This design comes from an exercise in tuning for small area on the open sky130 flow, not from production work. Where RTL was checked, it was by simulation tests only, not by an equivalence proof against the original. Power is estimated from default activity; no workload was simulated.

## job 9106
==> flow/design.v <==
module distance_meter
(
    input  wire       sys_clk,
    input  wire       sys_rst_n,
    input  wire       echo,
    output reg        trig,
    output wire [3:0] nixie_cs,
    output wire [7:0] nixie_seg,
    output reg        led_out,
    output reg        beep_out
);
function [15:0] inc(input [15:0] x);
    integer i;
    reg     cy;
    begin
        cy = 1'b1;
        for (i = 0; i < 16; i = i + 1) begin
            inc[i] = x[i] ^ cy;
            cy     = cy & x[i];
        end
    end
endfunction
reg e1, e2, ff1, ff2;
wire rise = e1 & ~e2;
wire fall = e2 & ~e1;
always @(posedge sys_clk or negedge sys_rst_n)
    if (!sys_rst_n) begin
        e1 <= 1'b0; e2 <= 1'b0; ff1 <= 1'b0; ff2 <= 1'b0;
    end else begin
        e1 <= echo; e2 <= e1; ff1 <= fall; ff2 <= ff1;
    end
reg  [3:0]  ph;
reg         act;              
reg         clr;              
wire ph0  = ~|ph[2:0];                    
wire ph12 = ph[3] & ~ph[2] & ~ph[0];      
localparam [8:0] J0 = 9'd46, J1 = 9'd93;
reg [12:0] dr;                
reg [8:0]  j;
reg [4:0]  s;
reg        pend, dcy;         
reg        dz;                
reg        eqa, is7130;       
wire s_lo = ~|s[4:1];                                    
wire jt   = s_lo ? ((j & 9'b010110111) == 9'b010010101)    
                 : ((j & 9'b101011011) == 9'b001001010);   
wire wrap = is7130 & ((j & 9'b100001011) == 9'b100001011);
wire hi   = e1 & e2;
always @(posedge sys_clk)
    if (rise) begin
        j <= J1; s <= 5'd0;
    end else if (hi) begin
        if (wrap) begin
            j <= J0; s <= 5'd0;
        end else if (jt) begin
            j <= J0;
            s <= s_lo ? s + 5'd15 : s - 5'd2;
        end else
            j <= {j[7:0], ~(j[8] ^ j[4])};
    end
wire cin  = ph0 ? pend : dcy;
wire dbit = (dr[0] & ~dz) ^ cin;         
wire k7130 = ~((ph == 4'd0) | (ph == 4'd3) | (ph == 4'd13) | (ph == 4'd2));
wire eqn  = (ph0 | eqa) & (dbit | ~k7130);
always @(posedge sys_clk) begin
    dr   <= {dbit & clr & ~act, dr[12:1]};
    dcy  <= cin & dr[0] & ~dz;
    pend <= (hi & jt & ~wrap) | (pend & ~ph0);
    dz   <= (hi & wrap) | (dz & ~(ph0 & pend));
    eqa  <= eqn;
    if (ph12) is7130 <= eqn;
end
reg [4:0] c;                  
reg       nw, conv;
always @(posedge sys_clk or negedge sys_rst_n)
    if (!sys_rst_n) c <= 5'd0;
    else            c <= (c == 5'd29) ? 5'd0 : inc(c);
reg  [12:0] r0, r1, r2, r3, r4, r5, r6;
reg  [9:0]  acc;              
reg  [2:0]  cy;               
wire [12:0] nxt = {cy, acc};  
function [1:0] fa(input a, input b, input ci);   
    fa = {(a & b) | (a & ci) | (b & ci), a ^ b ^ ci};
endfunction
wire [2:0] cyi = (act && !ph0) ? cy : 3'd0;
wire [1:0] f1 = fa(r0[0], r1[0], r2[0]);
wire [1:0] f2 = fa(r3[0], r4[0], r5[0]);
wire [1:0] f3 = fa(r6[0], dbit, cyi[0]);
wire [1:0] f4 = fa(f1[0], f2[0], f3[0]);
wire [1:0] f5 = fa(f1[1], f2[1], f3[1]);
wire [1:0] f6 = fa(f5[0], f4[1], cyi[1]);
wire [1:0] f7 = fa(f5[1], f6[1], cyi[2]);
wire [3:0] tot = {f7[1], f7[0], f6[0], f4[0]};
wire start = conv & ph12 & (c >= 5'd2) & (c <= 5'd14);
always @(posedge sys_clk or negedge sys_rst_n)
    if (!sys_rst_n) begin
        ph <= 4'd0; act <= 1'b0;
    end else begin
        ph  <= {ph[2], ph[1] & ~ph12, ph[0], ~(ph[3] ^ ph[2])};
        if (ph12) act <= start;
    end
always @(posedge sys_clk or negedge sys_rst_n)
    if (!sys_rst_n)       clr <= 1'b0;
    else if (c == 5'd29)  clr <= 1'b1;
always @(posedge sys_clk)
    if (act) begin
        r0 <= {dbit,  r0[12:1]};
        r1 <= {r0[0], r1[12:1]};
        r2 <= {r1[0], r2[12:1]};
        r3 <= {r2[0], r3[12:1]};
        r4 <= {r3[0], r4[12:1]};
        r5 <= {r4[0], r5[12:1]};
        r6 <= {r5[0], r6[12:1]};
    end else begin
        r0 <= {r0[0] & clr, r0[12:1]};
        r1 <= {r1[0] & clr, r1[12:1]};
        r2 <= {r2[0] & clr, r2[12:1]};
        r3 <= {r3[0] & clr, r3[12:1]};
        r4 <= {r4[0] & clr, r4[12:1]};
        r5 <= {r5[0] & clr, r5[12:1]};
        r6 <= {r6[0] & clr, r6[12:1]};
    end
always @(posedge sys_clk or negedge sys_rst_n)
    if (!sys_rst_n) begin
        acc <= 10'd0; cy <= 3'd0;
    end else if (act) begin
        acc <= {tot[0], acc[9:1]};
        cy  <= tot[3:1];
    end
reg gt200, gt50;
always @(posedge sys_clk or negedge sys_rst_n)
    if (!sys_rst_n) begin
        gt200 <= 1'b0; gt50 <= 1'b0;
    end else if (ff2) begin
        gt200 <= nxt > 13'd200;
        gt50  <= nxt > 13'd50;
    end
reg  [14:0] w;                
reg  [14:0] bcd;
function [3:0] add3(input [3:0] x);
    add3 = {x[3] | (x[2] & x[0]) | (x[2] & x[1]),
            (x[2] & ~x[1] & ~x[0]) | (x[3] & x[0]),
            (x[1] & ~x[2]) | (x[1] & x[0]) | (x[3] & ~x[0]),
            (~x[3] & ~x[2] & x[0]) | (x[2] & x[1] & ~x[0]) | (x[3] & ~x[0])};
endfunction
wire [14:0] wa = {w[14:12], add3(w[11:8]), add3(w[7:4]), add3(w[3:0])};
wire [3:0]  bi = ~c[3:0];     
wire        nb = nxt[bi];
always @(posedge sys_clk or negedge sys_rst_n)
    if (!sys_rst_n) begin
        nw <= 1'b0; conv <= 1'b0;
    end else begin
        if (ff2) nw <= 1'b1;
        else if (c == 5'd1) nw <= 1'b0;
        if (c == 5'd1) conv <= nw;
        else if (c == 5'd29) conv <= 1'b0;
    end
always @(posedge sys_clk)
    if (!conv) begin
        if (c == 5'd2)
            w <= 15'd0;
        else if (c >= 5'd3 && c <= 5'd15)
            w <= {wa[13:0], nb};
    end
always @(posedge sys_clk)
    if (c == 5'd29 && (conv || !clr)) bcd <= w;
reg [14:0] tb;
reg        tt;
reg [6:0]  tc;
wire bt  = (tb & 15'b110111111101111) == 15'b100010010100000;   
wire b0  = (tb & 15'b111101111111111) == 15'b000100101100000;   
wire b500 = (tb & 15'b000000110001111) == 15'b000000110001011;  
wire ct  = tc[6] & tc[5] & tc[1] & tc[0]; 
wire tick = bt & tt;                     
always @(posedge sys_clk or negedge sys_rst_n)
    if (!sys_rst_n) begin
        tb <= 15'b000100101100000; tt <= 1'b0; tc <= 7'd0; trig <= 1'b0;
    end else begin
        tb <= {tb[13:5], tb[4] | bt, tb[3:0], ~(tb[14] ^ tb[13])};
        if (bt) tt <= ~tt;
        if (tick) tc <= ct ? 7'd0 : inc(tc);
        trig <= (b0 & ~tt & ~|tc) | (trig & ~b500);
    end
always @(posedge sys_clk or negedge sys_rst_n)
    if (!sys_rst_n) begin
        led_out <= 1'b0; beep_out <= 1'b0;
    end else if (!gt200) begin
        led_out <= 1'b1;
        if (!gt50) beep_out <= tt;
    end else begin
        led_out <= 1'b0; beep_out <= 1'b0;
    end
reg       on;
reg [1:0] pos;
always @(posedge sys_clk or negedge sys_rst_n)
    if (!sys_rst_n) begin
        on <= 1'b0; pos <= 2'd0;
    end else if (tick) begin
        on <= 1'b1;
        if (on) pos <= pos + 2'd1;
    end
assign nixie_cs = {on & (pos == 2'd3), on & (pos == 2'd2),
                   on & (pos == 2'd1), on & (pos == 2'd0)};
reg [3:0] dg;
always @(*)
    case (pos)
        2'd0: dg = bcd[3:0];
        2'd1: dg = bcd[7:4];
        2'd2: dg = bcd[11:8];
        default: dg = {1'b0, bcd[14:12]};
    endcase
wire [3:0] D = on ? dg : 4'd0;
assign nixie_seg[0] = D[3] | D[1] | ~(D[2] ^ D[0]);
assign nixie_seg[1] = ~D[2] | ~(D[1] ^ D[0]);
assign nixie_seg[2] = D[2] | ~D[1] | D[0];
assign nixie_seg[3] = D[3] | (~D[2] & ~D[0]) | (D[1] & ~D[0]) | (~D[2] & D[1])
                    | (D[2] & ~D[1] & D[0]);
assign nixie_seg[4] = (~D[2] & ~D[0]) | (D[1] & ~D[0]);
assign nixie_seg[5] = D[3] | (~D[1] & ~D[0]) | (D[2] & ~D[1]) | (D[2] & ~D[0]);
assign nixie_seg[6] = D[3] | (D[2] ^ D[1]) | (D[1] & ~D[0]);
assign nixie_seg[7] = 1'b0;
endmodule
Settings: LEC_CHECK=0, CAP_MARGIN=20, CORE_MARGIN=2, CORE_UTILIZATION=50, SLEW_MARGIN=20; clock period 20.0 ns.
standard.sh (not shown) runs the stock make flow with config.mk's settings and CLKGATE_MAP_FILE= SYNTH_SCRIPT=/design/flow/synth_recipe.tcl, a recipe that flattens the netlist after the stock synthesis.
==> flow/flow/run.sh <==
#!/bin/bash
# The standard layout (standard.sh), with three changes:
# - the half-adder cell is kept out (added to the platform's don't-use list),
#   so synthesis maps only full adders to cells and ABC maps the rest as
#   plain gates; the registers are the same as the standard synthesis's;
# - the clock tree uses clkbuf_8 and larger sink clusters, with no dummy loads;
# - the ports are buffered with the smallest buffer.
set -euo pipefail
export CTS_ARGS="-sink_clustering_enable -repair_clock_nets -dont_use_dummy_load -buf_list sky130_fd_sc_hd__clkbuf_8 -sink_clustering_size 20 -sink_clustering_max_diameter 80"
export BUFFER_PORTS_ARGS="-buffer_cell sky130_fd_sc_hd__buf_1"
DONT_USE="sky130_fd_sc_hd__probe_p_8 sky130_fd_sc_hd__probec_p_8 sky130_fd_sc_hd__lpflow_bleeder_1 sky130_fd_sc_hd__lpflow_clkbufkapwr_1 sky130_fd_sc_hd__lpflow_clkbufkapwr_16 sky130_fd_sc_hd__lpflow_clkbufkapwr_2 sky130_fd_sc_hd__lpflow_clkbufkapwr_4 sky130_fd_sc_hd__lpflow_clkbufkapwr_8 sky130_fd_sc_hd__lpflow_clkinvkapwr_1 sky130_fd_sc_hd__lpflow_clkinvkapwr_16 sky130_fd_sc_hd__lpflow_clkinvkapwr_2 sky130_fd_sc_hd__lpflow_clkinvkapwr_4 sky130_fd_sc_hd__lpflow_clkinvkapwr_8 sky130_fd_sc_hd__lpflow_decapkapwr_12 sky130_fd_sc_hd__lpflow_decapkapwr_3 sky130_fd_sc_hd__lpflow_decapkapwr_4 sky130_fd_sc_hd__lpflow_decapkapwr_6 sky130_fd_sc_hd__lpflow_decapkapwr_8 sky130_fd_sc_hd__lpflow_inputiso0n_1 sky130_fd_sc_hd__lpflow_inputiso0p_1 sky130_fd_sc_hd__lpflow_inputiso1n_1 sky130_fd_sc_hd__lpflow_inputiso1p_1 sky130_fd_sc_hd__lpflow_inputisolatch_1 sky130_fd_sc_hd__lpflow_isobufsrc_1 sky130_fd_sc_hd__lpflow_isobufsrc_16 sky130_fd_sc_hd__lpflow_isobufsrc_2 sky130_fd_sc_hd__lpflow_isobufsrc_4 sky130_fd_sc_hd__lpflow_isobufsrc_8 sky130_fd_sc_hd__lpflow_isobufsrckapwr_16 sky130_fd_sc_hd__lpflow_lsbuf_lh_hl_isowell_tap_1 sky130_fd_sc_hd__lpflow_lsbuf_lh_hl_isowell_tap_2 sky130_fd_sc_hd__lpflow_lsbuf_lh_hl_isowell_tap_4 sky130_fd_sc_hd__lpflow_lsbuf_lh_isowell_4 sky130_fd_sc_hd__lpflow_lsbuf_lh_isowell_tap_1 sky130_fd_sc_hd__lpflow_lsbuf_lh_isowell_tap_2 sky130_fd_sc_hd__lpflow_lsbuf_lh_isowell_tap_4  sky130_fd_sc_hd__ha_1"
bash standard.sh "DONT_USE_CELLS=$DONT_USE" finish > standard.log 2>&1
For job 3816, these inputs were changed with respect to job 9106:
--- a/flow/design.v
+++ b/flow/design.v
@@ -168,50 +168,39 @@
 reg        tt;
 reg [6:0]  tc;
 wire bt  = (tb & 15'b110111111101111) == 15'b100010010100000;   
 wire b0  = (tb & 15'b111101111111111) == 15'b000100101100000;   
 wire b500 = (tb & 15'b000000110001111) == 15'b000000110001011;  
-wire ct  = tc[6] & tc[5] & tc[1] & tc[0]; 
+wire ct  = (tc & 7'b0111011) == 7'b0110010;    
+wire c0  = (tc & 7'b0111110) == 7'b0100100;    
 wire tick = bt & tt;                     
 always @(posedge sys_clk or negedge sys_rst_n)
     if (!sys_rst_n) begin
-        tb <= 15'b000100101100000; tt <= 1'b0; tc <= 7'd0; trig <= 1'b0;
+        tb <= 15'b000100101100000; tt <= 1'b0; tc <= 7'b1100101; trig <= 1'b0;
     end else begin
         tb <= {tb[13:5], tb[4] | bt, tb[3:0], ~(tb[14] ^ tb[13])};
         if (bt) tt <= ~tt;
-        if (tick) tc <= ct ? 7'd0 : inc(tc);
-        trig <= (b0 & ~tt & ~|tc) | (trig & ~b500);
+        if (tick) tc <= {tc[5:3], tc[2] & ~ct, tc[1:0], ~(tc[6] ^ tc[5])};
+        trig <= (b0 & ~tt & c0) | (trig & ~b500);
     end
 always @(posedge sys_clk or negedge sys_rst_n)
     if (!sys_rst_n) begin
         led_out <= 1'b0; beep_out <= 1'b0;
     end else if (!gt200) begin
         led_out <= 1'b1;
         if (!gt50) beep_out <= tt;
     end else begin
         led_out <= 1'b0; beep_out <= 1'b0;
     end
-reg       on;
-reg [1:0] pos;
-always @(posedge sys_clk or negedge sys_rst_n)
-    if (!sys_rst_n) begin
-        on <= 1'b0; pos <= 2'd0;
-    end else if (tick) begin
-        on <= 1'b1;
-        if (on) pos <= pos + 2'd1;
-    end
-assign nixie_cs = {on & (pos == 2'd3), on & (pos == 2'd2),
-                   on & (pos == 2'd1), on & (pos == 2'd0)};
-reg [3:0] dg;
-always @(*)
-    case (pos)
-        2'd0: dg = bcd[3:0];
-        2'd1: dg = bcd[7:4];
-        2'd2: dg = bcd[11:8];
-        default: dg = {1'b0, bcd[14:12]};
-    endcase
-wire [3:0] D = on ? dg : 4'd0;
+reg [3:0] cs;                 
+always @(posedge sys_clk or negedge sys_rst_n)
+    if (!sys_rst_n)  cs <= 4'b0000;
+    else if (tick)   cs <= {cs[2:0], cs[3] | ~|cs};
+assign nixie_cs = cs;
+wire on = |cs;
+wire [3:0] D = ({4{cs[0]}} & bcd[3:0]) | ({4{cs[1]}} & bcd[7:4])
+             | ({4{cs[2]}} & bcd[11:8]) | ({4{cs[3]}} & {1'b0, bcd[14:12]});
 assign nixie_seg[0] = D[3] | D[1] | ~(D[2] ^ D[0]);
 assign nixie_seg[1] = ~D[2] | ~(D[1] ^ D[0]);
 assign nixie_seg[2] = D[2] | ~D[1] | D[0];
 assign nixie_seg[3] = D[3] | (~D[2] & ~D[0]) | (D[1] & ~D[0]) | (~D[2] & D[1])
                     | (D[2] & ~D[1] & D[0]);
## What came out
Per the comparison of job 3816 with job 9106, total placed instance area moved down; largest fanout on the critical path saw a decrease; clock power decreased by about 2% relative to the old numbers.
No run among job 3816 and job 9106 stopped early or left any final violation; all are clean.
[compare] base=job 9106 new=job 3816: sequential cell count went up by 0.47%; clock insertion delay at the later pin of the skew report flat; via count decreased by about 5% relative to the old numbers.

========
== rev 12 ==
Another version of the RTL of distance_meter (not shown whole).
Size in the first run: ~210 flip-flops, ~8000 um2 of cells after synthesis.
==> module distance_meter, before the edit <==
module distance_meter
(
    input  wire       sys_clk,
    input  wire       sys_rst_n,
    input  wire       echo,
    output reg        trig,
    output wire [3:0] nixie_cs,
    output wire [7:0] nixie_seg,
    output reg        led_out,
    output reg        beep_out
);
reg e1, e2, ff1, ff2;
wire rise = e1 & ~e2;
wire fall = e2 & ~e1;
always @(posedge sys_clk or negedge sys_rst_n)
    if (!sys_rst_n) begin
        e1 <= 1'b0; e2 <= 1'b0; ff1 <= 1'b0; ff2 <= 1'b0;
    end else begin
        e1 <= echo; e2 <= e1; ff1 <= fall; ff2 <= ff1;
    end
reg [12:0] d;
reg [8:0]  j;
reg [4:0]  s;
wire s_lo = ~|s[4:1];                                    
wire jt   = j[8] & j[5] & j[2] & (s_lo ? j[1] : j[0]);   
wire wrap = d[12] & d[11] & d[9] & d[8] & d[7] & d[6] & d[4] & d[3] & d[1]
          & j[6] & j[4] & j[3] & j[2];
always @(posedge sys_clk)
    if (rise) begin
        d <= 13'd0; j <= 9'd1; s <= 5'd0;
    end else if (e1 & e2) begin
        if (wrap) begin
            d <= 13'd0; j <= 9'd0; s <= 5'd0;
        end else if (jt) begin
            d <= d + 13'd1; j <= 9'd0;
            s <= s_lo ? s + 5'd15 : s - 5'd2;
        end else
            j <= j + 9'd1;
    end
reg [4:0] c;                  
reg       nw, conv;
always @(posedge sys_clk or negedge sys_rst_n)
    if (!sys_rst_n) c <= 5'd0;
    else            c <= (c == 5'd29) ? 5'd0 : c + 5'd1;
reg  [3:0]  ph;               
reg         act;              
reg  [12:0] r0, r1, r2, r3, r4, r5, r6;
reg  [9:0]  acc;              
reg  [2:0]  cy;               
wire [12:0] nxt = {cy, acc};  
wire dbit = d[ph];
wire [3:0] tot = r0[0] + r1[0] + r2[0] + r3[0] + r4[0] + r5[0] + r6[0] + dbit
               + (act && ph != 4'd0 ? cy : 3'd0);
wire start = conv & (ph == 4'd12) & (c >= 5'd2) & (c <= 5'd14);
always @(posedge sys_clk or negedge sys_rst_n)
    if (!sys_rst_n) begin
        ph <= 4'd0; act <= 1'b0;
    end else begin
        ph  <= (ph == 4'd12) ? 4'd0 : ph + 4'd1;
        if (ph == 4'd12) act <= start;
    end
reg clr;
always @(posedge sys_clk or negedge sys_rst_n)
    if (!sys_rst_n)       clr <= 1'b0;
    else if (c == 5'd29)  clr <= 1'b1;
always @(posedge sys_clk)
    if (act) begin
        r0 <= {dbit,  r0[12:1]};
        r1 <= {r0[0], r1[12:1]};
        r2 <= {r1[0], r2[12:1]};
        r3 <= {r2[0], r3[12:1]};
        r4 <= {r3[0], r4[12:1]};
        r5 <= {r4[0], r5[12:1]};
        r6 <= {r5[0], r6[12:1]};
    end else begin
        r0 <= {r0[0] & clr, r0[12:1]};
        r1 <= {r1[0] & clr, r1[12:1]};
        r2 <= {r2[0] & clr, r2[12:1]};
        r3 <= {r3[0] & clr, r3[12:1]};
        r4 <= {r4[0] & clr, r4[12:1]};
        r5 <= {r5[0] & clr, r5[12:1]};
        r6 <= {r6[0] & clr, r6[12:1]};
    end
always @(posedge sys_clk or negedge sys_rst_n)
    if (!sys_rst_n) begin
        acc <= 10'd0; cy <= 3'd0;
    end else if (act) begin
        acc <= {tot[0], acc[9:1]};
        cy  <= tot[3:1];
    end
reg gt200, gt50;
always @(posedge sys_clk or negedge sys_rst_n)
    if (!sys_rst_n) begin
        gt200 <= 1'b0; gt50 <= 1'b0;
    end else if (ff2) begin
        gt200 <= nxt > 13'd200;
        gt50  <= nxt > 13'd50;
    end
reg  [14:0] w;                
reg  [14:0] bcd;
function [3:0] add3(input [3:0] x);
    add3 = (x > 4'd4) ? x + 4'd3 : x;
endfunction
wire [14:0] wa = {w[14:12], add3(w[11:8]), add3(w[7:4]), add3(w[3:0])};
wire [3:0]  bi = ~c[3:0];     
wire        nb = nxt[bi];
always @(posedge sys_clk or negedge sys_rst_n)
    if (!sys_rst_n) begin
        nw <= 1'b0; conv <= 1'b0;
    end else begin
        if (ff2) nw <= 1'b1;
        else if (c == 5'd1) nw <= 1'b0;
        if (c == 5'd1) conv <= nw;
        else if (c == 5'd29) conv <= 1'b0;
    end
always @(posedge sys_clk)
    if (!conv) begin
        if (c == 5'd2)
            w <= 15'd0;
        else if (c >= 5'd3 && c <= 5'd15)
            w <= {wa[13:0], nb};
    end
always @(posedge sys_clk)
    if (c == 5'd29 && (conv || !clr)) bcd <= w;
reg [8:0] tb;                 
reg [5:0] ta;                 
reg       tt;                 
reg [6:0] tc;                 
wire bt = tb[0] & ~tb[1] & ~tb[2] & tb[3] & tb[4] & tb[6] & ~tb[7] & ~tb[8];
wire at = ta[5] & ta[4] & ta[0];         
wire ct = tc[6] & tc[5] & tc[1] & tc[0]; 
wire tick = bt & at & tt;                
always @(posedge sys_clk or negedge sys_rst_n)
    if (!sys_rst_n) begin
        tb <= 9'd178; ta <= 6'd0; tt <= 1'b0; tc <= 7'd0; trig <= 1'b0;
    end else begin
        tb <= {tb[7:6], tb[5] & ~bt, tb[4:0], ~(tb[8] ^ tb[4])};
        if (bt) ta <= at ? 6'd0 : ta + 6'd1;
        if (bt & at) tt <= ~tt;
        if (tick) tc <= ct ? 7'd0 : tc + 7'd1;
        trig <= ~|{tc, tt, ta};
    end
always @(posedge sys_clk or negedge sys_rst_n)
    if (!sys_rst_n) begin
        led_out <= 1'b0; beep_out <= 1'b0;
    end else if (!gt200) begin
        led_out <= 1'b1;
        if (!gt50) beep_out <= tt;
    end else begin
        led_out <= 1'b0; beep_out <= 1'b0;
    end
reg       on;
reg [1:0] pos;
always @(posedge sys_clk or negedge sys_rst_n)
    if (!sys_rst_n) begin
        on <= 1'b0; pos <= 2'd0;
    end else if (tick) begin
        on <= 1'b1;
        if (on) pos <= pos + 2'd1;
    end
assign nixie_cs = {on & (pos == 2'd3), on & (pos == 2'd2),
                   on & (pos == 2'd1), on & (pos == 2'd0)};
reg [3:0] dg;
always @(*)
    case (pos)
        2'd0: dg = bcd[3:0];
        2'd1: dg = bcd[7:4];
        2'd2: dg = bcd[11:8];
        default: dg = {1'b0, bcd[14:12]};
    endcase
wire [3:0] D = on ? dg : 4'd0;
assign nixie_seg[0] = D[3] | D[1] | ~(D[2] ^ D[0]);
assign nixie_seg[1] = ~D[2] | ~(D[1] ^ D[0]);
assign nixie_seg[2] = D[2] | ~D[1] | D[0];
assign nixie_seg[3] = D[3] | (~D[2] & ~D[0]) | (D[1] & ~D[0]) | (~D[2] & D[1])
                    | (D[2] & ~D[1] & D[0]);
assign nixie_seg[4] = (~D[2] & ~D[0]) | (D[1] & ~D[0]);
assign nixie_seg[5] = D[3] | (~D[1] & ~D[0]) | (D[2] & ~D[1]) | (D[2] & ~D[0]);
assign nixie_seg[6] = D[3] | (D[2] ^ D[1]) | (D[1] & ~D[0]);
assign nixie_seg[7] = 1'b0;
endmodule
Settings: LEC_CHECK=0, CAP_MARGIN=20, CORE_MARGIN=2, CORE_UTILIZATION=40, CTS_CLUSTER_DIAMETER=100, CTS_CLUSTER_SIZE=30, SLEW_MARGIN=20; clock period 20.0 ns.
run.sh (not shown) runs the stock make flow with config.mk's settings and CLKGATE_MAP_FILE= SYNTH_SCRIPT=/design/flow/synth_recipe.tcl, a recipe that flattens the netlist after the stock synthesis.
Stock flow here: none of the scripts above is used.
diff inputs: rev 12 => rev 13
--- a/flow/design.v
+++ b/flow/design.v
@@ -62,7 +62,7 @@
 reg clr;
 always @(posedge sys_clk or negedge sys_rst_n)
     if (!sys_rst_n)       clr <= 1'b0;
-    else if (c == 5'd29)  clr <= 1'b1;
+    else if (ph == 4'd12) clr <= 1'b1;
 always @(posedge sys_clk)
     if (act) begin
         r0 <= {dbit,  r0[12:1]};
@@ -120,8 +120,9 @@
         else if (c >= 5'd3 && c <= 5'd15)
             w <= {wa[13:0], nb};
     end
-always @(posedge sys_clk)
-    if (c == 5'd29 && (conv || !clr)) bcd <= w;
+always @(posedge sys_clk or negedge sys_rst_n)
+    if (!sys_rst_n) bcd <= 15'd0;
+    else if (c == 5'd29 && conv) bcd <= w;
 reg [8:0] tb;                 
 reg [5:0] ta;                 
 reg       tt;                 
### Flow results
Changes observed in rev 13 relative to rev 12: number of nets in the final layout higher; area after synthesis +3.6%; final cell count higher. Measured against each other, rev 12 and rev 13 differ in sequential share of layout area, the lower figure coming from rev 13. Rev 13 completed; timing, DRC and antenna clean. Relative to rev 12, routed wire length increased by 800 um in rev 13.
Function was not checked in any run of this note: the RTL went through the layout flow alone.

## what the ideal ports hide
No port has a modelled driver above. Below, the same layouts with a new extraction and two added sets of constraints.
Step 1: set_driving_cell puts a clkbuf_16 on sys_clk and a buf_2 on each other input, an assumption about the parent block.
Step 2, shift: input delay + t, output delay - t, t = (earliest + latest rising clock arrival at the registers) / 2. This alone moves slack from input paths to output paths.
Slacks: ideal ports / drivers / drivers and shift; pairs: ideal ports / drivers.
| run | shift t [ns] | slack for setup (ns) | worst setup path after step 2 |
|---|---|---|---|
| job 9106 | 0.510 | 13.632 / 13.599 / 14.109 | register to output |
| job 3816 | 0.498 | 13.993 / 13.959 / 14.457 | register to output |
| rev 12 | 0.484 | 12.835 / 12.795 / 13.279 | register to output |
| rev 13 | 0.494 | 12.852 / 12.810 / 13.304 | register to output |
After both steps setup and hold are still met in every run listed.
